Source: an optimization exercise on an open RTL-to-GDS flow (aim: small area and a short achievable clock period). Production flows keep margins and buffers that such runs may drop. Where RTL was checked, it was by simulation tests only, not by an equivalence proof against the original. The RTL of runs 4 to 7 was laid out without a check of its function. Power and IR drop assume default switching activity.

$ cat flow/config.mk
export PLATFORM = sky130hd
export DESIGN_NAME = FPadd
export DESIGN_NICKNAME = FPadd
export VERILOG_FILES = /design/flow/design.v
export SDC_FILE = /design/flow/constraint.sdc
export NUM_CORES = 4
export LEC_CHECK = 0
export CAP_MARGIN = 20
export CORE_MARGIN = 2
export CORE_UTILIZATION = 40
export CTS_BUF_LIST = sky130_fd_sc_hd__clkbuf_4 sky130_fd_sc_hd__clkbuf_8
export CTS_CLUSTER_SIZE = 30
export SETUP_SLACK_MARGIN = 4.0
export SLEW_MARGIN = 20
$ cat flow/constraint.sdc
create_clock -name core_clock -period 7.0 [get_ports {clk}]
set_input_delay 1.4000 -clock core_clock [delete_from_list [all_inputs] [get_ports {clk}]]
set_output_delay 1.4000 -clock core_clock [all_outputs]
set_load 0.01 [all_outputs]
$ cat flow/design.v
module FPadd (
    input         ADD_SUB,
    input  [31:0] FP_A,
    input  [31:0] FP_B,
    input         clk,
    output reg [31:0] FP_Z
);
    integer i, l;
    wire [7:0]  eA = FP_A[30:23], eB = FP_B[30:23];
    wire        zA = ~|eA, zB = ~|eB;
    wire        ffA = &eA, ffB = &eB;
    wire [7:0]  fA = {eA[7:1], eA[0] | zA}, fB = {eB[7:1], eB[0] | zB};
    wire [8:0]  dAB = {1'b0, fA} - {1'b0, fB};
    wire [7:0]  dBA = fB - fA;
    wire        dneg = dAB[8];
    wire        deq  = (fA == fB);
    wire [23:0] mA = {~zA, FP_A[22:0]}, mB = {~zB, FP_B[22:0]};
    reg  [23:0] lt, eqv;
    always @* begin
        lt  = ~mA & mB;
        eqv = ~(mA ^ mB);
        for (l = 0; (1 << l) < 24; l = l + 1)
            for (i = 0; i < 24; i = i + 1)
                if (((i >> l) & 1) == 1) begin
                    lt[i]  = lt[i] | (eqv[i] & lt[((i >> l) << l) - 1]);
                    eqv[i] = eqv[i] & eqv[((i >> l) << l) - 1];
                end
    end
    wire        swp = dneg | (deq & lt[23]);
    wire        xB  = FP_B[31] ^ ~ADD_SUB;
    reg  [23:0] ma1, mb1;
    reg         sa1, xb1, dneg1, swp1, zab1, zba1, nan1, inf1;
    reg  [4:0]  dab1, dba1;
    reg  [7:0]  e1;
    always @(posedge clk) begin
        ma1   <= mA;
        mb1   <= mB;
        sa1   <= FP_A[31];
        xb1   <= xB;
        dneg1 <= dneg;
        swp1  <= swp;
        dab1  <= dAB[4:0];
        dba1  <= dBA[4:0];
        zab1  <= |dAB[7:5];
        zba1  <= |dBA[7:5];
        e1    <= (eA < eB) ? eB : eA;
        nan1  <= (ffA & |FP_A[22:0]) | (ffB & |FP_B[22:0]) | (ffA & ffB & ~ADD_SUB);
        inf1  <= ffA | ffB;
    end
    wire [23:0] L0  = swp1 ? mb1 : ma1;
    wire [23:0] S0  = swp1 ? ma1 : mb1;
    wire [4:0]  sh  = dneg1 ? dba1 : dab1;
    wire        shz = dneg1 ? zba1 : zab1;
    wire [26:0] sal = shz ? 27'd0 : ({S0, 3'b000} >> sh);
    reg  [23:0] l2;
    reg  [26:0] s2al;
    reg  [7:0]  e2;
    reg         sl2, sub2, nan2, inf2;
    always @(posedge clk) begin
        l2    <= L0;
        s2al  <= sal;
        e2    <= e1;
        sl2   <= swp1 ? xb1 : sa1;
        sub2  <= sa1 ^ xb1;
        nan2  <= nan1;
        inf2  <= inf1;
    end
    wire [27:0] xo = {1'b0, l2, 3'b000};
    wire [27:0] yo = {1'b0, s2al} ^ {28{sub2}};
    reg  [27:0] g, p;
    always @* begin
        g = xo & yo;
        p = xo ^ yo;
        g[0] = g[0] | (p[0] & sub2);
        for (l = 0; (1 << l) < 28; l = l + 1)
            for (i = 0; i < 28; i = i + 1)
                if (((i >> l) & 1) == 1) begin
                    g[i] = g[i] | (p[i] & g[((i >> l) << l) - 1]);
                    p[i] = p[i] & p[((i >> l) << l) - 1];
                end
    end
    wire [27:0] M = (xo ^ yo) ^ {g[26:0], sub2};
    reg  [27:0] m3;
    reg  [7:0]  e3;
    reg         sl3, sub3, nan3, inf3;
    always @(posedge clk) begin
        m3   <= M;
        e3   <= e2;
        sl3  <= sl2;
        sub3 <= sub2;
        nan3 <= nan2;
        inf3 <= inf2;
    end
    reg  [4:0]  cnt1;
    always @* begin
        cnt1 = 5'd28;
        for (i = 0; i <= 26; i = i + 1)
            if (m3[i]) cnt1 = 5'd27 - i[4:0];
    end
    reg  [26:0] msk;
    always @* begin
        for (i = 0; i <= 26; i = i + 1)
            msk[i] = ({1'b0, e3} >= 9'd26 - i);
    end
    wire        zero = ~|m3;
    wire        top  = m3[27] | m3[26];
    wire        isDN = ~top & (e3 == 8'd1);
    wire        keep = top | (e3 == 8'd0) | isDN;
    wire        dnrm = ~|(m3[26:0] & msk);
    reg  [27:0] m4;
    reg  [4:0]  k4;
    reg  [7:0]  e4;
    reg         keep4, ez4, s4, nan4, inf4, zero4;
    always @(posedge clk) begin
        m4    <= m3;
        k4    <= m3[27] ? 5'd0 : keep ? 5'd1 : dnrm ? e3[4:0] : cnt1;
        e4    <= e3;
        keep4 <= keep;
        ez4   <= isDN | (~keep & dnrm);
        s4    <= sl3 & ~(sub3 & zero);
        nan4  <= nan3;
        inf4  <= inf3;
        zero4 <= zero;
    end
    wire [28:0] ml = {m4, 1'b0} << k4;
    wire [7:0]  en = ez4 ? 8'd0 : (keep4 ? (e4 + {7'd0, m4[27]}) : (e4 + 8'd1 - {3'b000, k4}));
    reg  [24:0] sig5;
    reg  [7:0]  e5;
    reg         s5, nan5, inf5, zero5;
    always @(posedge clk) begin
        sig5  <= ml[28:4];
        e5    <= en;
        s5    <= s4;
        nan5  <= nan4;
        inf5  <= inf4;
        zero5 <= zero4;
    end
    reg  [24:0] a;
    always @* begin
        a = sig5;
        for (l = 0; (1 << l) < 25; l = l + 1)
            for (i = 0; i < 25; i = i + 1)
                if (((i >> l) & 1) == 1)
                    a[i] = a[i] & a[((i >> l) << l) - 1];
    end
    wire [22:0] frac = sig5[23:1] ^ a[22:0];
    wire        c    = a[24];
    wire [7:0]  ez   = c ? (e5 + 8'd1) : e5;
    wire        infz = inf5 | (ez == 8'hFF);
    always @(posedge clk) begin
        if (nan5)
            FP_Z <= {s5, 8'hFF, 23'h400000};
        else if (infz)
            FP_Z <= {s5, 8'hFF, 23'h000000};
        else if (zero5)
            FP_Z <= {s5, 8'h00, 23'h000000};
        else
            FP_Z <= {s5, ez, frac};
    end
endmodule
$ cat flow/run.sh
#!/bin/bash
# synth_recipe.tcl (not shown) runs the flow's synth.tcl, then flattens the netlist and writes it again
# the make line also repeats each setting of config.mk as NAME=value (left out here)
make -C /OpenROAD-flow-scripts/flow DESIGN_CONFIG=/design/flow/config.mk WORK_HOME=/design/flow/orfs CLKGATE_MAP_FILE= SYNTH_SCRIPT=/design/flow/synth_recipe.tcl finish
==> results.sh, run 1 <==
export IMPL_outcome="timing/DRC/antenna clean"
export IMPL_chipWidth_um=191.0
export IMPL_io_buffers=97
export IMPL_antenna_cells=0
export IMPL_dpl_hpwl_um=26870
export IMPL_globalplace_congestion=0.9311
export IMPL_path_max_fanout=4
export IMPL_crit_type="primary input to flop"
export IMPL_ys_warn_count=1
export IMPL_drv_slew=0
export IMPL_coreArea_um2=34460
export IMPL_die_area_um2=36470
export IMPL_rows=68
export IMPL_hold_violations=0
export IMPL_p_leak_nw=7.143
export IMPL_power_density_nw_per_um2=394.3
export IMPL_cap_violations=0
export IMPL_wl_met1_um=15540
export IMPL_postSynthCellCount=1460
export IMPL_endpoint_kind="flop"
export IMPL_via_per_inst=5.250
export IMPL_ir_worst_vdd_mv=0.1781
export IMPL_grt_overflow=0
export IMPL_holdBufCountCts=0
export IMPL_syn_area_um2=13980
export IMPL_finalNetCount=1733
export IMPL_worst_pin_slew_ps=1060
export IMPL_min_path_type="flop to flop"
export IMPL_crit_required_ps=7500
export IMPL_fin_crit_sh=0.4210
export IMPL_route_top_layer_used="met4"
export IMPL_drtIter0Drc=548
export IMPL_grt_pass1_vias=10670
export IMPL_fin_worst_skew_ps=46.44
export IMPL_cts_tree="done"
export IMPL_numCtsBuffers=48
export IMPL_setup_viol=0
export IMPL_initial_core_util=0.4058
export IMPL_drc=0
export IMPL_grtUsageTotal=0.1932
export IMPL_die_h_um=191.0
export IMPL_worstPathArrival_ps=3440
export IMPL_netlist_top_cells_count="dfxtp_1, nor2_1, nand2_1, inv_1, ha_1"
export IMPL_synth_top_cell_area_share=0.4181
export IMPL_slew_limit_headroom=0.2921
export IMPL_rsz0062_at_grt="yes"
export IMPL_startpoint_type="primary input"
export IMPL_wl_per_cell_um=17.22
export IMPL_yosysTopAreaCell="dfxtp_1"
export IMPL_io_pins=98
export IMPL_synthDistinctLibCells=74
export IMPL_utilization=0.4900
export IMPL_synth_edf_count=0
export IMPL_synth_seq_area_share=0.4181
export IMPL_setup_tns_ps=0
export IMPL_drive_gt1_frac=0.1638
export IMPL_async_reset_ff_frac=0
export IMPL_synth_nets=1617
export IMPL_ys_flop_type="dfxtp_1"
export IMPL_cts_buffer_depth=3
export IMPL_routed_wl_met3_um=1489
export IMPL_fillCellCount=3277
export IMPL_period_needed_ps=2947
export IMPL_cts_root_buf="clkbuf_8"
export IMPL_clk_latency_ps=600
export IMPL_synth_top_cells_by_area="dfxtp_1, ha_1, mux4_2"
export IMPL_final_area_um2=16880
export IMPL_grt_pass1_wl_um=55550
export IMPL_syn_avg_cell_area_um2=9.577
export IMPL_vias=10850
export IMPL_postPlaceCellArea_um2=15380
export IMPL_htree_levels=2
export IMPL_fmax_mhz=339.4
export IMPL_wirelength_um=35600
export IMPL_postRouteAntennaNets=0
export IMPL_yosys_register_bits=292
export IMPL_yosysMostFrequentCell="dfxtp_1"
export IMPL_first_pass_iters=5
export IMPL_met2_length_um=17550
export IMPL_clock_sinks=292
export IMPL_area_growth_pct=20.75
export IMPL_cts_reportedPaths_clkPinSlew_ps=60
export IMPL_grt_max_degree=51
export IMPL_antenna_found_initial=0
registers in the layout (all words and copies together) (netlist names), 5 cells and up:
signal  count
e5          8
k4          5
sig5       25
dba1        5
e1          8
s2al       27
m3         28
e2          8
l2         24
e3          8
m4         28
FP_Z       32
mb1        24
ma1        24
e4          8
layout by cell type (no fill, tap or decap), types with 9 or more instances in the layout:
cell             synthesis  routed
nor4_1                  23      18
mux4_2                  31      31
a211oi_1                19      17
nand2_1                107     107
mux2i_1                 54      52
a21o_1                  18      18
mux2_2                  47      47
ha_1                    85      82
o21ai_0                 71      67
nor3_1                  35      33
nand2b_1                 9       9
xor2_1                  52      52
inv_1                   96      92
xnor2_1                 32      32
o22ai_1                 15      15
clkbuf_8                 0      65
dfxtp_1                292     287
a21oi_1                 84      80
buf_4                    0      23
nand4_1                 16      16
and3_1                  10      10
nand3_1                 19      19
clkdlybuf4s50_1          0      76
nor2b_1                 17      17
nor2_1                 127     126
cell type report:
type,instances,area (um2),share of cell area
Timing Repair Buffer,122,1152,0.06825
Timing Repair inverter,1,5.005,0.0002964
Tap cell,455,569.3,0.03372
Sequential cell,292,5857,0.3469
Clock inverter,15,195.2,0.01156
Multi-Input combinational cell,1013,7786,0.4612
Inverter,98,379.1,0.02245
Clock buffer,71,939.7,0.05565
layer usage:
metal / GRT usage / up-vias
met2: 0.3402 / 291
met5: 0 / -
met1: 0.2347 / 5052
li1: - / 5441
met4: 0.07394 / 0
met3: 0.03286 / 67
critical path: stages:
cell and delay (ps):
buf_8 110, nor4_4 260, and2_1 180, inv_1 50, nand2b_1 100, inv_2 50
ha_4 160, fa_2 370, inv_2 60, a21oi_2 50, o21bai_2 190, a211oi_2 100
mux2i_1 160, nor2_1 60, a22oi_1 140
logic make-up after synthesis:
group | synth area share
AO/OA/AOI/OAI | 0.1345
XOR/XNOR | 0.05262
adder cells (fa/ha/maj) | 0.08537
buffers and inverters | 0.04358
flip-flops | 0.4181
multiplexers | 0.1264
AND/OR/NAND/NOR | 0.1394
path summary, 6_finish.rpt:
path                               start  slack [ps]      to  cells past startpoint
worst max-delay path            FP_A[28]        4050    zab1                     15
worst min-delay path                nan3         320    nan4                      0
worst max register to register      sub2        4150  m3[17]                     10
worst min register to register      nan3         320    nan4                      0
report_power, final:
part / internal, mW / switching, mW
clock network: 1.01 / 0.684
registers: 2.14 / 0.462
logic: 1.12 / 1.24
metrics by stage:
stage / worst slack, ps / power, mW / instances / hold slack (ps)
after CTS: 3975 / 6.666 / 2054 / 323.2
after detailed placement: 2790 / 4.929 / 1959 / 312.1
after floorplan: 3645 / 4.112 / 1460 / 309.6
after global routing: 3927 / 7.121 / 2067 / 327.0
final: 4053 / 6.657 / 2067 / 322.8
after global placement: 2830 / 4.911 / 1959 / 311.7
repair_timing:
action / in CTS / in global routing
buffers inserted: 8 / 9
pin swaps: 13 / 21
endpoints found under the setup margin: 58 / 54
resized for setup: 61 / 64
cloned: 1 / 4
==> run 2: changes to the inputs <==
--- a/flow/config.mk
+++ b/flow/config.mk
@@ -10,4 +10,2 @@
 export CORE_UTILIZATION = 40
-export CTS_BUF_LIST = sky130_fd_sc_hd__clkbuf_4 sky130_fd_sc_hd__clkbuf_8
-export CTS_CLUSTER_SIZE = 30
 export SETUP_SLACK_MARGIN = 4.0
==> run 2 against run 1 <==
Against the previous run:
- still clean on timing, DRC and antenna
- first-iteration DRC count fell by 10%
- via count is 0.38% lower
- worst setup slack lost 43 ps
- count of clock-buffer cells in the layout down 24
==> results.sh, run 2 <==
export IMPL_largest_reg_flops=32
export IMPL_drv_slew=0
export IMPL_worstPathArrival_ps=3490
export IMPL_cts_reportedPaths_clkPinSlew_ps=60
export IMPL_synth_top_cells_by_area="dfxtp_1, ha_1, mux4_2"
export IMPL_via_per_inst=5.304
export IMPL_ir_worst_vdd_mv=0.2019
export IMPL_syn_avg_cell_area_um2=9.577
export IMPL_cts_root_buf="clkbuf_16"
export IMPL_dp_slack_ps=2790
export IMPL_path_max_fanout=6
export IMPL_yosysMostFrequentCell="dfxtp_1"
export IMPL_postRouteAntennaNets=0
export IMPL_fmax_mhz=334.5
export IMPL_fillCellCount=3274
export IMPL_cap_violations=0
export IMPL_yosysTopAreaCell="dfxtp_1"
export IMPL_first_pass_iters=5
export IMPL_crit_required_ps=7500
export IMPL_globalplace_congestion=0.9311
export IMPL_cts_buffer_depth=3
export IMPL_clk_latency_ps=570
export IMPL_htree_levels=1
export IMPL_synth_top_cell_area_share=0.4181
export IMPL_synth_seq_area_share=0.4181
export IMPL_coreArea_um2=34460
export IMPL_die_h_um=191.0
export IMPL_fin_worst_skew_ps=15.82
export IMPL_setup_tns_ps=0
export IMPL_regArea_um2=5857
export IMPL_antenna_found_initial=0
export IMPL_grtUsageTotal=0.1922
export IMPL_holdBufCountCts=0
export IMPL_drc=0
export IMPL_antenna_cells=0
export IMPL_regMostFlops="FP_Z"
export IMPL_mostFrequentLayoutCells="dfxtp_1, nor2_1, nand2_1"
export IMPL_vias=10810
export IMPL_worst_pin_slew_ps=1065
export IMPL_rsz0062_at_grt="yes"
export IMPL_initial_core_util=0.4058
export IMPL_synth_edf_count=0
export IMPL_dpl_hpwl_um=26870
export IMPL_drtIter0Drc=493
export IMPL_postSynthCellCount=1460
export IMPL_clock_sinks=292
export IMPL_layout_commonest_cell="dfxtp_1"
export IMPL_ys_warn_count=1
export IMPL_largestRegisters="FP_Z x32, m3 x28, m4 x28"
export IMPL_dp_cells=1959
export IMPL_grt_pass1_wl_um=55480
export IMPL_p_leak_nw=7.075
export IMPL_drive_gt1_frac=0.1434
export IMPL_syn_area_um2=13980
export IMPL_slew_limit_headroom=0.2891
export IMPL_grt_max_degree=51
export IMPL_final_area_um2=16800
export IMPL_grt_overflow=0
export IMPL_startpoint_type="primary input"
export IMPL_die_area_um2=36470
export IMPL_final_cell_count_no_fill=2038
export IMPL_cts_tree="done"
export IMPL_period_needed_ps=2990
export IMPL_hold_violations=0
export IMPL_multiInputGateArea_um2=7807
export IMPL_synth_nets=1617
export IMPL_async_reset_ff_frac=0
export IMPL_fin_ws_ps=4010
export IMPL_area_growth_pct=20.17
export IMPL_postPlaceCellArea_um2=15380
export IMPL_outcome="timing/DRC/antenna clean"
export IMPL_min_path_type="flop to flop"
export IMPL_synthDistinctLibCells=74
export IMPL_crit_type="primary input to flop"
export IMPL_yosys_register_bits=292
export IMPL_grt_pass1_vias=10600
export IMPL_wirelength_um=35690
export IMPL_wl_per_cell_um=17.51
export IMPL_fin_crit_sh=0.4271
export IMPL_endpoint_kind="flop"
export IMPL_io_pins=98
export IMPL_finalNetCount=1720
export IMPL_rows=68
export IMPL_numCtsBuffers=31
export IMPL_chipWidth_um=191.0
export IMPL_netlist_top_cells_count="dfxtp_1, nor2_1, nand2_1, inv_1, ha_1"
export IMPL_power_density_nw_per_um2=390.4
export IMPL_ys_flop_type="dfxtp_1"
export IMPL_io_buffers=97
export IMPL_setup_viol=0
==> run 2: cell families after synthesis <==
| family | Yosys count | share of synthesized area |
|---|---|---|
| AO/OA/AOI/OAI | 297 | 0.1345 |
| multiplexers | 132 | 0.1264 |
| buffers and inverters | 158 | 0.04358 |
| XOR/XNOR | 84 | 0.05262 |
| AND/OR/NAND/NOR | 405 | 0.1394 |
| flip-flops | 292 | 0.4181 |
| adder cells (fa/ha/maj) | 92 | 0.08537 |
==> run 2: worst paths after layout <==
path | start | endpoint | slack, ps | cells past startpoint
min | nan2 | nan3 | 330 | 0
max reg2reg | sig5[0] | FP_Z[6] | 4130 | 8
min reg2reg | nan2 | nan3 | 330 | 0
max | FP_A[24] | zab1 | 4010 | 15
==> run 2: power breakdown <==
group          leakage [nW]  total, mW  internal [mW]  switching [mW]
sequential             2.45       2.61           2.14           0.465
clock                 0.492       1.58          0.946           0.638
combinational          4.14       2.37           1.13            1.24
==> run 2: cell type report <==
class / count / area share
repair inverters: 1 / 0.0002979
repair buffers: 125 / 0.07067
well taps: 455 / 0.03388
inverters: 98 / 0.02256
clock buffers: 47 / 0.05570
clock inverters: 6 / 0.003649
flip-flops and latches: 292 / 0.3486
multi-input cells: 1014 / 0.4647
==> run 2: critical path, cell delays in order <==
cell and delay (ps):
buf_2 150, nor4_2 260, and2_1 180, inv_1 50, nand2b_1 80, inv_1 50
ha_2 190, fa_2 380, inv_2 60, a21oi_2 50, o21bai_2 170, a211oi_2 90
mux2i_1 150, nor2_1 50, a22oi_1 140
==> run 2: per-stage QoR <==
step,power (mW),utilization,hold WS (ps)
floorplan,4.112,-,309.6
global placement,4.911,0.4462,311.7
detailed placement,4.929,0.4462,312.1
CTS,6.558,0.4805,325.6
global route,7.007,0.4876,335.5
finish,6.560,0.4876,325.1
==> run 2: timing repair <==
action / in CTS / in global routing
resized for setup: 65 / 51
pin swaps: 18 / 21
endpoints found under the setup margin: 60 / 53
gates cloned: 1 / 5
setup buffers: 11 / 9
==> run 2: routing by layer <==
metal | track usage | share of wire
met1 | 0.2347 | 0.43
met4 | 0.07752 | 0.035
met2 | 0.3392 | 0.49
met3 | 0.02717 | 0.040
met5 | 0 | 0
==> run 3: changes to the inputs <==
==> flow/flow/run.sh (new file) <==
#!/bin/bash
# The standard layout (standard.sh: the standard ORFS synthesis through
# finish, unchanged) with one difference: the buffers that global placement
# puts on every input and output port are buf_2 cells instead of the cell
# buffer_ports picks by default (clkdlybuf4s50_1, a slow clock-delay cell).
set -euo pipefail
cd "$(dirname "$0")/.."
export BUFFER_PORTS_ARGS="-buffer_cell sky130_fd_sc_hd__buf_2"
bash standard.sh > standard.log 2>&1
==> flow/standard.sh (new file) <==
#!/bin/bash
# synth_recipe.tcl (not shown) runs the flow's synth.tcl, then flattens the netlist and writes it again
# the make line also repeats each setting of config.mk as NAME=value (left out here)
make -C /OpenROAD-flow-scripts/flow DESIGN_CONFIG=/design/flow/config.mk WORK_HOME=/design/flow/orfs CLKGATE_MAP_FILE= SYNTH_SCRIPT=/design/flow/synth_recipe.tcl "${@:-finish}"
removed: flow/run.sh
==> run 3 against run 2 <==
Against the previous run:
- largest power group unchanged
- clock power up 17%
- wire length down 3.1%
- die area unchanged
- highest routed layer unchanged
- clock skew up 11 ps
- non-clock buffer count up 3
==> results.sh, run 3 <==
export IMPL_clock_sinks=292
export IMPL_grt_max_degree=51
export IMPL_regArea_um2=5857
export IMPL_io_pins=98
export IMPL_hold_violations=0
export IMPL_vias=10890
export IMPL_hold_path_end="inf5"
export IMPL_slowest_delay_ps=370
export IMPL_dpl_hpwl_um=26060
export IMPL_finalNetCount=1724
export IMPL_cts_reportedPaths_clkPinSlew_ps=60
export IMPL_postRouteAntennaNets=0
export IMPL_rrSetupSlack_ps=4110
export IMPL_cp_slowest_cell="fa_2"
export IMPL_seq_power_share=0.391
export IMPL_synth_fa_ha_area_frac=0.08537
export IMPL_crit_type="primary input to flop"
export IMPL_netlist_top_cells_count="dfxtp_1, nor2_1, nand2_1, inv_1, ha_1"
export IMPL_first_pass_iters=5
export IMPL_clkPwrFrac=0.276
export IMPL_postSynthCellCount=1460
export IMPL_holdBufCountCts=0
export IMPL_p_int_mw=4.325
export IMPL_die_h_um=191.0
export IMPL_wl_per_cell_um=16.89
export IMPL_rows=68
export IMPL_clk_latency_ps=520
export IMPL_path_cells="buf_8 > nor4_4 > and2_4 > inv_2 > nand2b_1 > inv_1 > ha_2 > fa_2 > inv_2 > a21oi_2 > o21bai_2 > a211oi_2 > mux2i_1 > nor2_1 > a22oi_1"
export IMPL_fmax_mhz=326.2
export IMPL_yosysMostFrequentCell="dfxtp_1"
export IMPL_synth_simple_area_share=0.1394
export IMPL_synth_compound_area_share=0.1345
export IMPL_synth_edf_count=0
export IMPL_setup_viol=0
export IMPL_crit_top_cell="inv_2"
export IMPL_fin_crit_sh=0.4379
export IMPL_cts_root_buf="clkbuf_16"
export IMPL_min_path_type="flop to flop"
export IMPL_drtIter0Drc=590
export IMPL_path_max_fanout=4
export IMPL_rsz0062_at_grt="yes"
export IMPL_switching_share=0.3544
export IMPL_layout_commonest_cell="dfxtp_1"
export IMPL_power_density_nw_per_um2=404.2
export IMPL_wirelength_um=34580
export IMPL_reg2reg_from="k4[3]"
export IMPL_initial_core_util=0.4058
export IMPL_cts_tree="done"
export IMPL_regMostFlops="FP_Z"
export IMPL_numCtsBuffers=34
export IMPL_setup_tns_ps=0
export IMPL_crit_buf_inv=4
export IMPL_drv_slew=0
export IMPL_synth_top_cells_by_area="dfxtp_1, ha_1, mux4_2"
export IMPL_drive_gt1_frac=0.2023
export IMPL_largest_reg_flops=32
export IMPL_worstPathArrival_ps=3490
export IMPL_ir_worst_vdd_mv=0.1845
export IMPL_antenna_found_initial=0
export IMPL_synth_top_family_by_area="simple AND/OR/NAND/NOR gates"
export IMPL_multiInputGateArea_um2=7759
export IMPL_globalplace_congestion=0.9119
export IMPL_cp_top_family="simple AND/OR/NAND/NOR gates"
export IMPL_p_switching_mw=2.374
export IMPL_period_needed_ps=3065
export IMPL_worst_pin_slew_ps=972.7
export IMPL_hold_path_startpoint="inf4"
export IMPL_yosysTopAreaCell="dfxtp_1"
export IMPL_endpoint_kind="flop"
export IMPL_outcome="timing/DRC/antenna clean"
export IMPL_grt_overflow=0
export IMPL_cts_buffer_depth=3
export IMPL_die_area_um2=36470
export IMPL_io_buffers=97
export IMPL_yosys_register_bits=292
export IMPL_grtUsageTotal=0.1878
export IMPL_mostFrequentLayoutCells="dfxtp_1, nor2_1, nand2_1"
export IMPL_fin_worst_skew_ps=26.34
export IMPL_cap_violations=0
export IMPL_grt_pass1_wl_um=54610
export IMPL_synth_nets=1617
export IMPL_chipWidth_um=191.0
export IMPL_fin_ws_ps=3935
export IMPL_p_leak_nw=7.125
export IMPL_grt_pass1_vias=10630
export IMPL_whs_ps=323.0
export IMPL_dp_slack_ps=3143
export IMPL_coreArea_um2=34460
export IMPL_synthDistinctLibCells=74
export IMPL_largestRegisters="FP_Z x32, m3 x28, m4 x28"
export IMPL_ys_flop_type="dfxtp_1"
export IMPL_slew_limit_headroom=0.3387
export IMPL_ys_warn_count=1
export IMPL_synth_seq_area_share=0.4181
export IMPL_power_share_combinational=0.333
export IMPL_crit_required_ps=7420
export IMPL_syn_avg_cell_area_um2=9.577
export IMPL_synth_area_mux_share=0.1264
export IMPL_synth_xor_area_frac=0.05262
export IMPL_async_reset_ff_frac=0
export IMPL_whs_path_depth=0
export IMPL_fillCellCount=3260
export IMPL_synth_top_cell_area_share=0.4181
export IMPL_startpoint_type="primary input"
export IMPL_ff2ff_path_depth=10
export IMPL_via_per_inst=5.321
export IMPL_htree_levels=2
export IMPL_antenna_cells=0
export IMPL_syn_area_um2=13980
export IMPL_drc=0
export IMPL_r2r_end="e5[7]"
export IMPL_area_growth_pct=18.53
-- run 3: area by class of cell --
cell class | instances | area share
inverters | 98 | 0.02287
multi-input cells | 1012 | 0.4681
clock buffers | 45 | 0.05873
well taps | 455 | 0.03435
flip-flops and latches | 292 | 0.3534
clock inverters | 16 | 0.01374
repair buffers | 128 | 0.04847
repair inverters | 1 | 0.0003020
-- run 3: stage by stage --
step | power [mW] | cell area [um2] | utilization | instances
global route | 7.151 | 16570 | 0.4810 | 2047
global placement | 4.768 | 14870 | 0.4315 | 1956
CTS | 6.687 | 16340 | 0.4742 | 2036
detailed placement | 4.792 | 14870 | 0.4315 | 1956
finish | 6.699 | 16570 | 0.4810 | 2047
floorplan | 4.112 | 14010 | - | 1460
-- run 3: cell families after synthesis --
kind of cell | count (synthesis)
AND/OR/NAND/NOR | 405
adder cells (fa/ha/maj) | 92
XOR/XNOR | 84
flip-flops | 292
buffers and inverters | 158
multiplexers | 132
AO/OA/AOI/OAI | 297
-- run 3: per-layer routing --
layer,wire length [um],global-route usage,vias to the layer above
met5,0,0,-
met4,1345,0.07752,0
met3,1420,0.02662,85
met2,16960,0.3319,294
met1,14860,0.2281,5097
li1,-,-,5416
-- run 3: worst max path at each step --
stage          startpoint  endpoint  slack (ps)  cells after the start
4_1_cts             k4[0]     e5[7]        3850                     12
5_1_grt          FP_A[30]      zab1        3860                     15
2_1_floorplan    FP_A[28]      zab1        3650                     14
6_report         FP_A[30]      zab1        3930                     15
3_3_place_gp     FP_A[24]      zab1        3150                     15
3_5_place_dp     FP_A[24]      zab1        3140                     15
-- run 3: power groups by stage --
| stage | Clock (mW) | Combinational (mW) | Sequential, mW |
|---|---|---|---|
| 2_1_floorplan | 0 | 1.65 | 2.46 |
| 3_3_place_gp | 0 | 2.14 | 2.63 |
| 4_1_cts | 1.89 | 2.19 | 2.60 |
| 3_5_place_dp | 0 | 2.16 | 2.64 |
| 6_report | 1.85 | 2.23 | 2.62 |
| 5_1_grt | 1.97 | 2.50 | 2.68 |
-- run 3: repair_timing --
item                       in CTS  in global routing
resized for setup              35                 27
pin swaps                      13                 11
cloned                          0                  4
setup endpoints to repair      54                 45
setup buffers                  19                  7
==> run 4: changes to the inputs <==
--- a/flow/design.v
+++ b/flow/design.v
@@ -31,3 +31,3 @@
     reg  [23:0] ma1, mb1;
-    reg         sa1, xb1, dneg1, swp1, zab1, zba1, nan1, inf1;
+    reg         sa1, sub1, dneg1, swp1, zab1, zba1, nan1, inf1;
     reg  [4:0]  dab1, dba1;
@@ -38,3 +38,3 @@
         sa1   <= FP_A[31];
-        xb1   <= xB;
+        sub1  <= FP_A[31] ^ xB;
         dneg1 <= dneg;
@@ -50,6 +50,7 @@
     wire [23:0] L0  = swp1 ? mb1 : ma1;
-    wire [23:0] S0  = swp1 ? ma1 : mb1;
+    wire [23:0] S0  = swp1 ? (ma1 ^ {24{sub1}}) : (mb1 ^ {24{sub1}});
     wire [4:0]  sh  = dneg1 ? dba1 : dab1;
     wire        shz = dneg1 ? zba1 : zab1;
-    wire [26:0] sal = shz ? 27'd0 : ({S0, 3'b000} >> sh);
+    wire [57:0] sw  = {{31{sub1}}, S0, {3{sub1}}} >> sh;
+    wire [26:0] sal = shz ? {27{sub1}} : sw[26:0];
     reg  [23:0] l2;
@@ -62,4 +63,4 @@
         e2    <= e1;
-        sl2   <= swp1 ? xb1 : sa1;
-        sub2  <= sa1 ^ xb1;
+        sl2   <= sa1 ^ (swp1 & sub1);
+        sub2  <= sub1;
         nan2  <= nan1;
@@ -68,3 +69,3 @@
     wire [27:0] xo = {1'b0, l2, 3'b000};
-    wire [27:0] yo = {1'b0, s2al} ^ {28{sub2}};
+    wire [27:0] yo = {sub2, s2al};
     reg  [27:0] g, p;
@@ -112,3 +113,3 @@
     reg  [7:0]  e4;
-    reg         keep4, ez4, s4, nan4, inf4, zero4;
+    reg         ez4, s4, nan4, inf4, zero4;
     always @(posedge clk) begin
@@ -116,4 +117,3 @@
         k4    <= m3[27] ? 5'd0 : keep ? 5'd1 : dnrm ? e3[4:0] : cnt1;
-        e4    <= e3;
-        keep4 <= keep;
+        e4    <= e3 + 8'd1;
         ez4   <= isDN | (~keep & dnrm);
@@ -125,3 +125,3 @@
     wire [28:0] ml = {m4, 1'b0} << k4;
-    wire [7:0]  en = ez4 ? 8'd0 : (keep4 ? (e4 + {7'd0, m4[27]}) : (e4 + 8'd1 - {3'b000, k4}));
+    wire [7:0]  en = ez4 ? 8'd0 : (e4 - {3'b000, k4});
     reg  [24:0] sig5;
--- a/flow/config.mk
+++ b/flow/config.mk
@@ -10,3 +10,3 @@
 export CORE_UTILIZATION = 40
-export SETUP_SLACK_MARGIN = 4.0
+export SETUP_SLACK_MARGIN = 4.2
 export SLEW_MARGIN = 20
==> run 4 against run 3 <==
Against the previous run:
- critical endpoint is now swp1
- via count decreased by 2.6%
- combinational power increased by 6%
- worst setup slack improved by 33 ps
- still clean
- global-route usage decreased by 0.31 points
==> results.sh, run 4 <==
export IMPL_use_met2=0.3358
export IMPL_grt_overflow=0
export IMPL_startpoint_type="primary input"
export IMPL_dp_cells=1941
export IMPL_cts_buffer_depth=3
export IMPL_synthDistinctLibCells=82
export IMPL_synth_nets=1595
export IMPL_final_cell_count_no_fill=2035
export IMPL_use_met1=0.2182
export IMPL_synth_top_cell_area_share=0.4179
export IMPL_first_pass_iters=8
export IMPL_grtUsageMet3=0.02356
export IMPL_min_path_type="flop to flop"
export IMPL_dpl_hpwl_um=26040
export IMPL_chipWidth_um=190.7
export IMPL_cts_root_buf="clkbuf_16"
export IMPL_coreArea_um2=34460
export IMPL_yosysTopAreaCell="dfxtp_1"
export IMPL_grt_pass1_wl_um=53730
export IMPL_die_h_um=190.7
export IMPL_cts_reportedPaths_clkPinSlew_ps=60
export IMPL_mostFrequentLayoutCells="dfxtp_1, nand2_1, nor2_1"
export IMPL_ff2ff_path_depth=7
export IMPL_synth_top_cells_by_area="dfxtp_1, ha_1, mux4_2"
export IMPL_clk_latency_ps=570
export IMPL_crit_required_ps=7500
export IMPL_die_area_um2=36360
export IMPL_setup_tns_ps=0
export IMPL_p_leak_nw=7.057
export IMPL_syn_area_um2=13940
export IMPL_ir_worst_vdd_mv=0.2362
export IMPL_grt_max_degree=51
export IMPL_utilization=0.4775
export IMPL_regMostFlops="FP_Z"
export IMPL_hold_violations=0
export IMPL_numCtsBuffers=31
export IMPL_drive_gt1_frac=0.2057
export IMPL_wl_per_cell_um=16.61
export IMPL_power_density_nw_per_um2=404.5
export IMPL_holdBufCountCts=0
export IMPL_dp_slack_ps=3223
export IMPL_endpoint_kind="flop"
export IMPL_io_buffers=97
export IMPL_drtIter0Drc=531
export IMPL_htree_levels=1
export IMPL_io_pins=98
export IMPL_rsz0062_at_grt="yes"
export IMPL_via_per_inst=5.213
export IMPL_ys_warn_count=1
export IMPL_fin_worst_skew_ps=24.11
export IMPL_power_mw=6.655
export IMPL_grt_pass1_vias=10350
export IMPL_period_needed_ps=3033
export IMPL_postRouteAntennaNets=0
export IMPL_cap_violations=0
export IMPL_gr_max_usage_layer="met2"
export IMPL_antenna_found_initial=1
export IMPL_globalplace_congestion=0.9320
export IMPL_ys_flop_type="dfxtp_1"
export IMPL_initial_core_util=0.4045
export IMPL_clock_sinks=291
export IMPL_crit_type="primary input to flop"
export IMPL_whs_ps=323.8
export IMPL_postPlaceCellArea_um2=14860
export IMPL_wirelength_um=33800
export IMPL_fin_ws_ps=3967
export IMPL_synth_seq_area_share=0.4179
export IMPL_path_max_fanout=2
export IMPL_finalNetCount=1709
export IMPL_syn_avg_cell_area_um2=9.667
export IMPL_rows=68
export IMPL_drc=0
export IMPL_drv_slew=0
export IMPL_yosys_register_bits=291
export IMPL_netlist_top_cells_count="dfxtp_1, nand2_1, nor2_1, ha_1, inv_1"
export IMPL_worst_pin_slew_ps=783.9
export IMPL_worstPathArrival_ps=3530
export IMPL_whs_path_depth=0
export IMPL_largest_reg_flops=32
export IMPL_setup_viol=0
export IMPL_yosysMostFrequentCell="dfxtp_1"
export IMPL_layout_commonest_cell="dfxtp_1"
export IMPL_antenna_cells=0
export IMPL_grtUsageTotal=0.1847
export IMPL_async_reset_ff_frac=0
export IMPL_outcome="timing/DRC/antenna clean"
export IMPL_fmax_mhz=329.8
export IMPL_slew_limit_headroom=0.4719
export IMPL_fin_crit_sh=0.4332
export IMPL_area_growth_pct=18.03
export IMPL_largestRegisters="FP_Z x32, m3 x28, m4 x28"
export IMPL_postSynthCellCount=1442
export IMPL_cts_tree="done"
export IMPL_final_area_um2=16450
export IMPL_vias=10610
export IMPL_synth_edf_count=0
run 4: final timing paths:
check,from,to,slack (ps)
max,FP_B[27],swp1,3970
min,nan4,nan5,320
max reg2reg,swp1,s2al[4],4300
min reg2reg,nan4,nan5,320
run 4: cell type report:
cell class / count / area [um2]
clock buffer: 38 / 852.1
inverter: 79 / 304.0
fill: 3265 / 18000
timing repair inverter: 1 / 5.005
clock inverter: 19 / 241.5
multi-input combinational: 1010 / 7746
sequential: 291 / 5839
tap: 455 / 569.3
timing repair buffer: 142 / 895.9
run 4: cells by family after synthesis:
| logic type | after synthesis | synth area share |
|---|---|---|
| AO/OA/AOI/OAI | 282 | 0.1293 |
| XOR/XNOR | 97 | 0.06095 |
| adder cells (fa/ha/maj) | 87 | 0.08132 |
| buffers and inverters | 141 | 0.04030 |
| flip-flops | 291 | 0.4179 |
| multiplexers | 133 | 0.1299 |
| AND/OR/NAND/NOR | 411 | 0.1403 |
run 4: power by group:
part | internal, mW | total (mW) | switching, mW
Sequential | 2.17 | 2.58 | 0.417
Combinational | 1.07 | 2.36 | 1.29
Clock | 1.05 | 1.71 | 0.663
run 4: critical path: stages:
cell	delay [ps]
buf_8	100
nor4_4	300
nand2_1	120
buf_4	150
buf_4	120
buf_4	120
buf_4	120
buf_4	120
buf_4	120
buf_4	120
buf_4	130
buf_6	110
buf_6	110
ha_4	260
nand2_1	40
o21ai_1	100
run 4: per-layer routing:
layer,part of all wire,wire length [um],vias to the layer above
li1,-,-,5350
met1,0.42,14350,4953
met2,0.50,17020,232
met3,0.032,1092,73
met4,0.039,1328,0
met5,0,0,-
run 4: timing repair:
item                                   4_1_cts  5_1_grt
cloned                                       1        0
resized for setup                           37       31
pin swaps                                   23        9
endpoints found under the hold margin        0        0
setup endpoints to repair                   45       50
buffers inserted                            25       11
==> run 5: changes to the inputs <==
--- a/flow/config.mk
+++ b/flow/config.mk
@@ -10,2 +10,3 @@
 export CORE_UTILIZATION = 40
+export CTS_BUF_LIST = sky130_fd_sc_hd__clkbuf_4
 export SETUP_SLACK_MARGIN = 4.2
==> run 5 against run 4 <==
Against the previous run:
- synthesized cell count did not move
- worst setup slack improved by 140 ps
- final cell count rose by 2.9%
- first-iteration DRC count rose by 8.5%
- cell area fell by 1.4%
- global-route usage rose by 0.46 points
- via count rose by 2.2%
- worst hold slack got worse by 5.7 ps
- non-clock buffer count fell by 12
- wire length rose by 0.82%
- synthesized area did not move
- largest power group unchanged
==> results.sh, run 5 <==
export IMPL_outcome="timing/DRC/antenna clean"
export IMPL_chipWidth_um=190.7
export IMPL_regMostFlops="FP_Z"
export IMPL_ys_flop_type="dfxtp_1"
export IMPL_power_density_nw_per_um2=392.2
export IMPL_fillCellCount=3348
export IMPL_synth_area_mux_share=0.1299
export IMPL_fin_crit_sh=0.4138
export IMPL_wl_per_cell_um=16.28
export IMPL_rows=68
export IMPL_cts_root_buf="clkbuf_4"
export IMPL_crit_buf_inv=3
export IMPL_utilization=0.4710
export IMPL_ys_warn_count=1
export IMPL_synth_top_family_by_area="simple AND/OR/NAND/NOR gates"
export IMPL_grt_max_degree=51
export IMPL_period_needed_ps=2896
export IMPL_mostFrequentLayoutCells="dfxtp_1, nand2_1, nor2_1"
export IMPL_area_growth_pct=16.43
export IMPL_via_per_inst=5.180
export IMPL_cp_slowest_cell="fa_2"
export IMPL_synth_seq_area_share=0.4179
export IMPL_largest_reg_flops=32
export IMPL_grtUsageTotal=0.1893
export IMPL_io_pins=98
export IMPL_synth_edf_count=0
export IMPL_grt_pass1_vias=10670
export IMPL_p_leak_nw=7.029
export IMPL_ir_worst_vdd_mv=0.1530
export IMPL_layout_commonest_cell="dfxtp_1"
export IMPL_dp_cells=1941
export IMPL_slowest_delay_ps=350
export IMPL_vias=10840
export IMPL_die_h_um=190.7
export IMPL_numCtsBuffers=76
export IMPL_met2_length_um=16880
export IMPL_fin_ws_ps=4104
export IMPL_syn_area_um2=13940
export IMPL_initial_core_util=0.4045
export IMPL_first_pass_iters=7
export IMPL_hold_violations=0
export IMPL_netlist_top_cells_count="dfxtp_1, nand2_1, nor2_1, ha_1, inv_1"
export IMPL_htree_levels=3
export IMPL_synth_nets=1595
export IMPL_p_int_mw=4.008
export IMPL_routed_wl_met3_um=1554
export IMPL_io_buffers=97
export IMPL_path_max_fanout=5
export IMPL_slew_limit_headroom=0.5155
export IMPL_rsz0062_at_grt="yes"
export IMPL_fin_worst_skew_ps=50.29
export IMPL_clock_sinks=291
export IMPL_synth_top_cells_by_area="dfxtp_1, ha_1, mux4_2"
export IMPL_synth_top_cell_area_share=0.4179
export IMPL_wl_met1_um=14300
export IMPL_power_mw=6.365
export IMPL_crit_required_ps=7630
export IMPL_cts_buffer_depth=3
export IMPL_die_area_um2=36360
export IMPL_wirelength_um=34070
export IMPL_cts_reportedPaths_clkPinSlew_ps=60
export IMPL_startpoint_type="primary input"
export IMPL_synth_xor_area_frac=0.06095
export IMPL_power_share_combinational=0.369
export IMPL_route_top_layer_used="met4"
export IMPL_postSynthCellCount=1442
export IMPL_finalNetCount=1742
export IMPL_switching_share=0.3703
export IMPL_dp_slack_ps=3223
export IMPL_postRouteAntennaNets=0
export IMPL_synth_compound_area_share=0.1293
export IMPL_clkPwrFrac=0.225
export IMPL_seq_power_share=0.405
export IMPL_cap_violations=0
export IMPL_dpl_hpwl_um=26040
export IMPL_yosys_register_bits=291
export IMPL_setup_viol=0
export IMPL_coreArea_um2=34460
export IMPL_final_cell_count_no_fill=2093
export IMPL_antenna_found_initial=2
export IMPL_fmax_mhz=345.3
export IMPL_yosysTopAreaCell="dfxtp_1"
export IMPL_cts_tree="done"
export IMPL_endpoint_kind="flop"
export IMPL_drv_slew=0
export IMPL_clk_latency_ps=740
export IMPL_syn_avg_cell_area_um2=9.667
export IMPL_drive_gt1_frac=0.2329
export IMPL_crit_type="primary input to flop"
export IMPL_min_path_type="flop to flop"
export IMPL_grt_overflow=0
export IMPL_grt_pass1_wl_um=54350
export IMPL_synth_simple_area_share=0.1403
export IMPL_drtIter0Drc=576
export IMPL_globalplace_congestion=0.9320
export IMPL_worstPathArrival_ps=3520
export IMPL_synthDistinctLibCells=82
export IMPL_synth_fa_ha_area_frac=0.08132
export IMPL_setup_tns_ps=0
export IMPL_cp_top_family="compound AO/OA/AOI/OAI gates"
export IMPL_drc=0
export IMPL_p_switching_mw=2.357
export IMPL_holdBufCountCts=0
export IMPL_path_cells="buf_6 > nor4_4 > nand2_1 > nand2b_1 > inv_1 > ha_2 > fa_2 > inv_2 > a21oi_2 > o21bai_2 > a211o_1 > nor3_2 > a31oi_1 > nor2_1 > a22oi_1"
export IMPL_worst_pin_slew_ps=719.1
export IMPL_largestRegisters="FP_Z x32, m3 x28, m4 x28"
export IMPL_async_reset_ff_frac=0
export IMPL_yosysMostFrequentCell="dfxtp_1"
## run 5: logic make-up (layout without fill, tap and decap cells)
| logic type | after synthesis | in the layout |
|---|---|---|
| other | 0 | 2 |
| AOI/OAI and AO/OA | 282 | 282 |
| muxes | 133 | 133 |
| DFF | 291 | 291 |
| xor gates and xnor gates | 97 | 97 |
| adders and majority gates | 87 | 87 |
| buffers and inverters | 141 | 335 |
| and+or+nand+nor | 411 | 411 |
## run 5: worst register-to-register path, cell delays in order, from the launching register on
cell and delay, ps:
dfxtp_2 330, buf_8 330, mux4_2 640, a21oi_1 200
xor2_1 340, o21ai_0 290, a21oi_1 220, o221ai_1 180
## run 5: metal layers
layer	up-vias	GRT usage
met4	0	0.09928
met1	5015	0.2141
li1	5467	-
met3	86	0.04233
met5	-	0
met2	274	0.3323
## run 5: power by group through the flow
stage / combinational [mW] / sequential [mW] / clock [mW]
floorplan: 1.73 / 2.49 / 0
global placement: 2.29 / 2.60 / 0
detailed placement: 2.30 / 2.62 / 0
CTS: 2.33 / 2.58 / 1.49
global route: 2.63 / 2.64 / 1.58
finish: 2.35 / 2.58 / 1.43
## run 5: what timing repair did
item	4_1_cts	5_1_grt
pin swaps	11	23
gates resized for setup	16	62
gates cloned	1	0
setup buffers	16	8
setup endpoints to repair	42	43
## run 5: through the flow
step | hold WS (ps) | instance area, um2
2_1_floorplan | 309.6 | 13990
3_3_place_gp | 312.0 | 14860
3_5_place_dp | 312.1 | 14860
4_1_cts | 321.9 | 15980
5_1_grt | 325.8 | 16230
6_report | 318.1 | 16230
## run 5: final timing paths
check	cells after the start	to	slack (ps)	from
setup / recovery	15	zab1	4100	FP_A[27]
hold / removal	0	e3[0]	320	e2[0]
setup reg to reg	7	s2al[4]	4320	swp1
hold reg to reg	0	e3[0]	320	e2[0]
## run 5: final cells by class
cell class / instances / area, um2 / share of cell area
multi-input combinational: 1010 / 7764 / 0.4784
inverter: 79 / 304.0 / 0.01873
clock buffer: 108 / 810.8 / 0.04996
sequential: 291 / 5839 / 0.3598
timing repair inverter: 1 / 5.005 / 0.0003084
timing repair buffer: 130 / 803.3 / 0.04950
clock inverter: 17 / 128.9 / 0.007941
tap: 455 / 569.3 / 0.03508
antenna: 2 / 5.005 / 0.0003084
==> run 6: changes to the inputs <==
--- a/flow/config.mk
+++ b/flow/config.mk
@@ -10,3 +10,3 @@
 export CORE_UTILIZATION = 40
-export CTS_BUF_LIST = sky130_fd_sc_hd__clkbuf_4
+export CTS_BUF_LIST = sky130_fd_sc_hd__clkbuf_8
 export SETUP_SLACK_MARGIN = 4.2
==> run 6 against run 5 <==
Against the previous run:
- power rose by 4.4%
- global-route usage fell by 0.21 points
- still clean
- synthesized area did not move
- synthesized cell count did not move
- non-clock buffer count rose by 10
- via count fell by 1.1%
- sequential share of layout area fell by 0.68 points
- clock power rose by 19%
- combinational power barely moved
- utilization rose by 0.91 points
==> results.sh, run 6 <==
export IMPL_clock_sinks=291
export IMPL_crit_type="primary input to flop"
export IMPL_io_buffers=97
export IMPL_coreArea_um2=34460
export IMPL_rrSetupSlack_ps=4300
export IMPL_startpoint_type="primary input"
export IMPL_hold_path_end="nan4"
export IMPL_cts_tree="done"
export IMPL_fmax_mhz=336.1
export IMPL_drtIter0Drc=578
export IMPL_grt_overflow=0
export IMPL_setup_tns_ps=0
export IMPL_first_pass_iters=5
export IMPL_endpoint_kind="flop"
export IMPL_p_leak_nw=7.125
export IMPL_hold_violations=0
export IMPL_synth_edf_count=0
export IMPL_cap_violations=0
export IMPL_synth_top_cell_area_share=0.4179
export IMPL_postPlaceCellArea_um2=14860
export IMPL_cts_root_buf="clkbuf_8"
export IMPL_setup_viol=0
export IMPL_antenna_found_initial=1
export IMPL_grt_pass1_wl_um=54250
export IMPL_via_per_inst=5.193
export IMPL_ys_warn_count=1
export IMPL_globalplace_congestion=0.9320
export IMPL_ir_worst_vdd_mv=0.2146
export IMPL_min_path_type="flop to flop"
export IMPL_dpl_hpwl_um=26040
export IMPL_worst_pin_slew_ps=818.7
export IMPL_fillCellCount=3280
export IMPL_hold_path_startpoint="nan3"
export IMPL_die_h_um=190.7
export IMPL_synth_top_cells_by_area="dfxtp_1, ha_1, mux4_2"
export IMPL_numCtsBuffers=50
export IMPL_whs_path_depth=0
export IMPL_async_reset_ff_frac=0
export IMPL_vias=10720
export IMPL_chipWidth_um=190.7
export IMPL_ff2ff_path_depth=7
export IMPL_rows=68
export IMPL_grt_pass1_vias=10550
export IMPL_io_pins=98
export IMPL_clk_latency_ps=590
export IMPL_path_max_fanout=2
export IMPL_cts_reportedPaths_clkPinSlew_ps=70
export IMPL_largestRegisters="FP_Z x32, m3 x28, m4 x28"
export IMPL_r2r_end="s2al[4]"
export IMPL_rsz0062_at_grt="yes"
export IMPL_drive_gt1_frac=0.2224
export IMPL_crit_required_ps=7490
export IMPL_grt_max_degree=51
export IMPL_worstPathArrival_ps=3470
export IMPL_ys_flop_type="dfxtp_1"
export IMPL_fin_crit_sh=0.4251
export IMPL_final_area_um2=16540
export IMPL_cts_buffer_depth=3
export IMPL_syn_area_um2=13940
export IMPL_drv_slew=0
export IMPL_regMostFlops="FP_Z"
export IMPL_synthDistinctLibCells=82
export IMPL_layout_commonest_cell="dfxtp_1"
export IMPL_reg2reg_from="swp1"
export IMPL_mostFrequentLayoutCells="dfxtp_1, nand2_1, nor2_1"
export IMPL_die_area_um2=36360
export IMPL_drc=0
export IMPL_netlist_top_cells_count="dfxtp_1, nand2_1, nor2_1, ha_1, inv_1"
export IMPL_initial_core_util=0.4045
export IMPL_slew_limit_headroom=0.4484
export IMPL_yosysTopAreaCell="dfxtp_1"
export IMPL_finalNetCount=1726
export IMPL_syn_avg_cell_area_um2=9.667
export IMPL_yosys_register_bits=291
export IMPL_yosysMostFrequentCell="dfxtp_1"
export IMPL_grtUsageTotal=0.1872
export IMPL_fin_worst_skew_ps=38.39
export IMPL_synth_seq_area_share=0.4179
export IMPL_postRouteAntennaNets=0
export IMPL_power_density_nw_per_um2=401.6
export IMPL_outcome="timing/DRC/antenna clean"
export IMPL_htree_levels=2
export IMPL_area_growth_pct=18.67
export IMPL_antenna_cells=0
export IMPL_largest_reg_flops=32
export IMPL_wirelength_um=34110
export IMPL_synth_nets=1595
export IMPL_wl_per_cell_um=16.52
export IMPL_postSynthCellCount=1442
export IMPL_period_needed_ps=2975
run 6: kinds of logic (layout without fill, tap and decap cells):
group / Yosys count / after routing / share of synthesized area
simple gates: 411 / 411 / 0.1403
compound gates: 282 / 282 / 0.1293
fa+ha+maj: 87 / 87 / 0.08132
flops: 291 / 291 / 0.4179
buf+inv: 141 / 309 / 0.04030
mux: 133 / 133 / 0.1299
xor+xnor: 97 / 97 / 0.06095
run 6: cell type report:
cell class                      instances  area (um2)  share of cell area
Clock inverter                         24       255.2             0.01543
Multi-Input combinational cell       1010        7764              0.4693
Tap cell                              455       569.3             0.03441
Inverter                               79       304.0             0.01838
Timing Repair Buffer                  140       910.9             0.05506
Clock buffer                           65       894.6             0.05408
Timing Repair inverter                  1       5.005           0.0003025
Sequential cell                       291        5839              0.3530
run 6: report_power, final:
group / switching (mW) / total [mW] / leakage [nW] / internal [mW]
Combinational: 1.29 / 2.36 / 4.08 / 1.07
Sequential: 0.417 / 2.58 / 2.45 / 2.17
Clock: 0.683 / 1.70 / 0.595 / 1.02
run 6: metal layers:
metal,vias to the layer above,wire length [um],share of wire,global-route usage
li1,5392,-,-,-
met1,4982,14490,0.42,0.2191
met2,271,17190,0.50,0.3392
met3,79,1286,0.038,0.02981
met4,0,1137,0.033,0.07633
met5,-,0,0,0
run 6: how the worst max path moves through the flow:
stage,start,end,slack (ps),cells after the start
after CTS,FP_B[27],zba1,4070,14
after global placement,FP_B[23],zba1,3290,14
after detailed placement,FP_B[23],zba1,3220,14
after floorplan,FP_A[26],zab1,3700,14
after global routing,FP_B[27],zba1,3880,14
final,FP_B[27],zba1,4020,14
run 6: critical path, stage by stage:
cell      delay [ps]
buf_8            100
nor4_4           300
nand2_1          120
nand2b_1         120
inv_1             60
ha_2             200
fa_2             350
inv_1             60
a21oi_1           70
o21bai_1         190
a21oi_1          110
nand3b_1         200
o311ai_2         110
nand2_1           70
run 6: repair_timing:
item	CTS	global route
pin swaps	25	18
cloned	1	0
hold buffers	0	0
gates resized for setup	38	41
setup buffers	26	8
setup endpoints to repair	45	45
run 6: through the flow:
stage                     hold WS (ps)  power, mW  worst slack, ps  cells    util
after global routing             331.3      7.103             3884   2065  0.4801
final                            321.5      6.644             4025   2065  0.4801
after detailed placement         312.1      4.919             3223   1941  0.4313
after floorplan                  309.6      4.224             3699   1442       -
after global placement           312.0      4.891             3287   1941  0.4313
after CTS                        324.5      6.667             4074   2057  0.4742
==> run 7: changes to the inputs <==
--- a/flow/design.v
+++ b/flow/design.v
@@ -11,7 +11,5 @@
     wire        ffA = &eA, ffB = &eB;
-    wire [7:0]  fA = {eA[7:1], eA[0] | zA}, fB = {eB[7:1], eB[0] | zB};
-    wire [8:0]  dAB = {1'b0, fA} - {1'b0, fB};
-    wire [7:0]  dBA = fB - fA;
-    wire        dneg = dAB[8];
-    wire        deq  = (fA == fB);
+    wire        lowA = ~|eA[7:1], lowB = ~|eB[7:1];
+    wire        dneg = (eA < eB) & ~lowB;
+    wire        deq  = (eA == eB) | (lowA & lowB);
     wire [23:0] mA = {~zA, FP_A[22:0]}, mB = {~zB, FP_B[22:0]};
@@ -31,5 +29,4 @@
     reg  [23:0] ma1, mb1;
-    reg         sa1, sub1, dneg1, swp1, zab1, zba1, nan1, inf1;
-    reg  [4:0]  dab1, dba1;
-    reg  [7:0]  e1;
+    reg  [7:0]  ea1, eb1;
+    reg         sa1, sub1, dneg1, deq1, swp1, nan1, inf1;
     always @(posedge clk) begin
@@ -37,2 +34,4 @@
         mb1   <= mB;
+        ea1   <= eA;
+        eb1   <= eB;
         sa1   <= FP_A[31];
@@ -40,8 +39,4 @@
         dneg1 <= dneg;
+        deq1  <= deq;
         swp1  <= swp;
-        dab1  <= dAB[4:0];
-        dba1  <= dBA[4:0];
-        zab1  <= |dAB[7:5];
-        zba1  <= |dBA[7:5];
-        e1    <= (eA < eB) ? eB : eA;
         nan1  <= (ffA & |FP_A[22:0]) | (ffB & |FP_B[22:0]) | (ffA & ffB & ~ADD_SUB);
@@ -49,6 +44,10 @@
     end
+    wire [7:0]  fA  = {ea1[7:1], ea1[0] | ~ma1[23]};
+    wire [7:0]  fB  = {eb1[7:1], eb1[0] | ~mb1[23]};
+    wire [7:0]  dAB = fA - fB;
+    wire [7:0]  dBA = fB - fA;
+    wire [4:0]  sh  = dneg1 ? dBA[4:0] : dAB[4:0];
+    wire        shz = dneg1 ? |dBA[7:5] : |dAB[7:5];
     wire [23:0] L0  = swp1 ? mb1 : ma1;
     wire [23:0] S0  = swp1 ? (ma1 ^ {24{sub1}}) : (mb1 ^ {24{sub1}});
-    wire [4:0]  sh  = dneg1 ? dba1 : dab1;
-    wire        shz = dneg1 ? zba1 : zab1;
     wire [57:0] sw  = {{31{sub1}}, S0, {3{sub1}}} >> sh;
@@ -62,3 +61,3 @@
         s2al  <= sal;
-        e2    <= e1;
+        e2    <= dneg1 ? eb1 : (deq1 ? (ea1 | eb1) : ea1);
         sl2   <= sa1 ^ (swp1 & sub1);
--- a/flow/config.mk
+++ b/flow/config.mk
@@ -10,3 +10,2 @@
 export CORE_UTILIZATION = 40
-export CTS_BUF_LIST = sky130_fd_sc_hd__clkbuf_8
 export SETUP_SLACK_MARGIN = 4.2
==> run 7 against run 6 <==
Against the previous run:
- still clean
- first-iteration DRC count shrank 3.3%
- final cell count is essentially flat
- worst setup slack gained 32 ps
- cell area grew 3.3%
- count of clock-buffer cells in the layout shrank 26
- utilization grew 0.055 points
- die area grew 3.4%
- sequential share of layout area shrank 1.4 points
- sequential power is essentially flat
- register-to-register slack lost 240 ps
- non-clock buffer count shrank 11
- combinational power grew 7%
- largest cell class unchanged
- highest routed layer unchanged
==> results.sh, run 7 <==
export IMPL_io_buffers=97
export IMPL_netlist_top_cells_count="dfxtp_1, nand2_1, nor2_1, ha_1, inv_1"
export IMPL_ys_flop_type="dfxtp_1"
export IMPL_cts_reportedPaths_clkPinSlew_ps=60
export IMPL_met2_length_um=17530
export IMPL_power_density_nw_per_um2=399.5
export IMPL_layout_commonest_cell="dfxtp_1"
export IMPL_grt_max_degree=51
export IMPL_area_growth_pct=18.55
export IMPL_finalNetCount=1749
export IMPL_slew_limit_headroom=0.4369
export IMPL_chipWidth_um=193.9
export IMPL_synth_seq_area_share=0.4012
export IMPL_holdBufCountCts=0
export IMPL_dpl_hpwl_um=26620
export IMPL_setup_viol=0
export IMPL_syn_avg_cell_area_um2=9.717
export IMPL_drc=0
export IMPL_setup_tns_ps=0
export IMPL_clkPwrFrac=0.255
export IMPL_first_pass_iters=5
export IMPL_vias=11050
export IMPL_p_leak_nw=7.227
export IMPL_wl_met1_um=14720
export IMPL_p_switching_mw=2.407
export IMPL_p_int_mw=4.423
export IMPL_antenna_cells=0
export IMPL_synth_edf_count=0
export IMPL_grt_pass1_vias=10710
export IMPL_antenna_found_initial=1
export IMPL_numCtsBuffers=30
export IMPL_worstPathArrival_ps=3380
export IMPL_wl_per_cell_um=17.04
export IMPL_yosysMostFrequentCell="dfxtp_1"
export IMPL_die_area_um2=37590
export IMPL_synthDistinctLibCells=74
export IMPL_initial_core_util=0.4054
export IMPL_seq_power_share=0.376
export IMPL_drv_slew=0
export IMPL_switching_share=0.3524
export IMPL_wirelength_um=35160
export IMPL_period_needed_ps=2943
export IMPL_synth_top_cells_by_area="dfxtp_1, ha_1, mux4_2"
export IMPL_via_per_inst=5.357
export IMPL_fin_crit_sh=0.4205
export IMPL_power_share_combinational=0.369
export IMPL_grt_overflow=0
export IMPL_coreArea_um2=35570
export IMPL_synth_top_cell_area_share=0.4012
export IMPL_grt_pass1_wl_um=55530
export IMPL_clock_sinks=289
export IMPL_final_cell_count_no_fill=2063
export IMPL_routed_wl_met3_um=1522
export IMPL_globalplace_congestion=0.9174
export IMPL_yosys_register_bits=289
export IMPL_die_h_um=193.9
export IMPL_cts_root_buf="clkbuf_16"
export IMPL_endpoint_kind="flop"
export IMPL_postRouteAntennaNets=0
export IMPL_startpoint_type="flop"
export IMPL_grtUsageTotal=0.1801
export IMPL_dp_cells=1986
export IMPL_fin_worst_skew_ps=10.28
export IMPL_htree_levels=1
export IMPL_async_reset_ff_frac=0
export IMPL_postSynthCellCount=1484
export IMPL_ys_warn_count=1
export IMPL_power_mw=6.830
export IMPL_syn_area_um2=14420
export IMPL_cts_tree="done"
export IMPL_mostFrequentLayoutCells="dfxtp_1, nand2_1, nor2_1, buf_2, ha_1"
export IMPL_postPlaceCellArea_um2=15380
export IMPL_outcome="timing/DRC/antenna clean"
export IMPL_cap_violations=0
export IMPL_regMostFlops="FP_Z"
export IMPL_worst_pin_slew_ps=843.5
export IMPL_largest_reg_flops=32
export IMPL_ir_worst_vdd_mv=0.2843
export IMPL_largestRegisters="FP_Z x32, m3 x28, m4 x28"
export IMPL_min_path_type="flop to flop"
export IMPL_crit_required_ps=7440
export IMPL_route_top_layer_used="met4"
export IMPL_crit_type="flop to flop"
export IMPL_final_area_um2=17100
export IMPL_clk_latency_ps=560
export IMPL_rows=69
export IMPL_cts_buffer_depth=3
export IMPL_io_pins=98
export IMPL_synth_nets=1651
export IMPL_yosysTopAreaCell="dfxtp_1"
export IMPL_rsz0062_at_grt="yes"
export IMPL_utilization=0.4806
export IMPL_fillCellCount=3340
export IMPL_fmax_mhz=339.8
export IMPL_hold_violations=0
export IMPL_drive_gt1_frac=0.2222
export IMPL_path_max_fanout=13
export IMPL_drtIter0Drc=559
-- run 7: timing repair --
| item | CTS | global route |
|---|---|---|
| setup endpoints to repair | 55 | 34 |
| resized for setup | 32 | 61 |
| buffers inserted | 18 | 5 |
| pin swaps | 12 | 6 |
| cloned | 1 | 1 |
-- run 7: path summary, 6_finish.rpt --
check	start	end	slack, ps	cells after the start
setup / recovery	eb1[0]	s2al[6]	4060	14
hold reg to reg	s5	FP_Z[31]	320	0
hold / removal	s5	FP_Z[31]	320	0
setup reg to reg	eb1[0]	s2al[6]	4060	14
-- run 7: cells by family after synthesis --
| family | count (synthesis) | share of synthesized area |
|---|---|---|
| AOI/OAI and AO/OA | 285 | 0.1287 |
| xor gates and xnor gates | 93 | 0.05649 |
| adders and majority gates | 102 | 0.09145 |
| buffers and inverters | 159 | 0.04382 |
| DFF | 289 | 0.4012 |
| muxes | 158 | 0.1444 |
| and+or+nand+nor | 398 | 0.1340 |
-- run 7: layout make-up --
class	instances	area, um2	share of cell area
Multi-Input combinational cell	1037	8458	0.4948
Tap cell	461	576.8	0.03374
Timing Repair Buffer	129	804.5	0.04706
Sequential cell	289	5803	0.3395
Inverter	95	360.3	0.02108
Clock inverter	13	246.5	0.01442
Clock buffer	39	845.8	0.04948
-- run 7: per-stage QoR --
step,setup WS [ps],hold WS [ps]
after floorplan,4195,309.6
after global placement,3233,311.6
after detailed placement,3156,312.1
after CTS,4071,325.4
after global routing,3972,329.2
final,4057,324.6
-- run 7: power by group through the flow --
stage          combinational, mW  clock (mW)  sequential (mW)
6_report                    2.52        1.74             2.57
5_1_grt                     2.77        1.85             2.62
4_1_cts                     2.44        1.79             2.57
3_5_place_dp                2.34           0             2.60
3_3_place_gp                2.33           0             2.60
2_1_floorplan               1.78           0             2.47
-- run 7: critical path, cell delays in order (launching register included) --
cell	delay [ps]
dfxtp_2	320
nand2b_4	130
inv_2	50
ha_4	150
inv_2	40
fa_2	470
mux2i_4	180
buf_12	180
buf_4	130
mux2i_2	230
xnor2_1	100
mux2_2	290
mux2i_1	190
a211oi_1	70
a311o_1	280
-- run 7: per-layer routing --
metal	GRT usage	vias up
met3	0.02261	79
met2	0.3262	320
met4	0.06874	0
met1	0.2172	5159
met5	0	-
li1	-	5494

-- afterwards: timing with drivers on the ports --
In the flow no input, the clock included, has a driving cell. The finished layouts below were timed again as built, in two steps.
Step 1, drivers: a clkbuf_16 drives clk and a buf_2 each remaining input, both assumed.
Step 2 adds t to the input delays and takes it off the output delays; t is the mean of the earliest and latest rising clock arrival at the registers after step 1. Input paths then give back, and output paths get back, about the clock's delay inside the block.
a / b / c = ideal / step 1 / step 2; a / b = the first two.
| run | shift t [ns] | slack for setup (ns) | slew at the worst register clock pin (ns) | pins driven straight from the clock port |
|---|---|---|---|---|
| run 1 | 0.627 | 4.053 / 4.050 / 3.423 | 0.07 / 0.07 | 1 |
| run 2 | 0.616 | 4.010 / 4.034 / 3.418 | 0.06 / 0.06 | 1 |
| run 3 | 0.558 | 3.935 / 3.933 / 3.375 | 0.06 / 0.06 | 1 |
| run 4 | 0.610 | 3.967 / 3.983 / 3.373 | 0.06 / 0.06 | 1 |
| run 5 | 0.769 | 4.104 / 4.116 / 3.347 | 0.07 / 0.07 | 1 |
| run 6 | 0.625 | 4.025 / 4.035 / 3.409 | 0.07 / 0.07 | 1 |
| run 7 | 0.611 | 4.057 / 4.057 / 3.765 | 0.06 / 0.06 | 1 |
After both steps setup and hold are still met in every run listed. For run 5, which loses most, drivers alone change the setup slack by +0.012 ns; drivers and shift together by -0.757 ns.
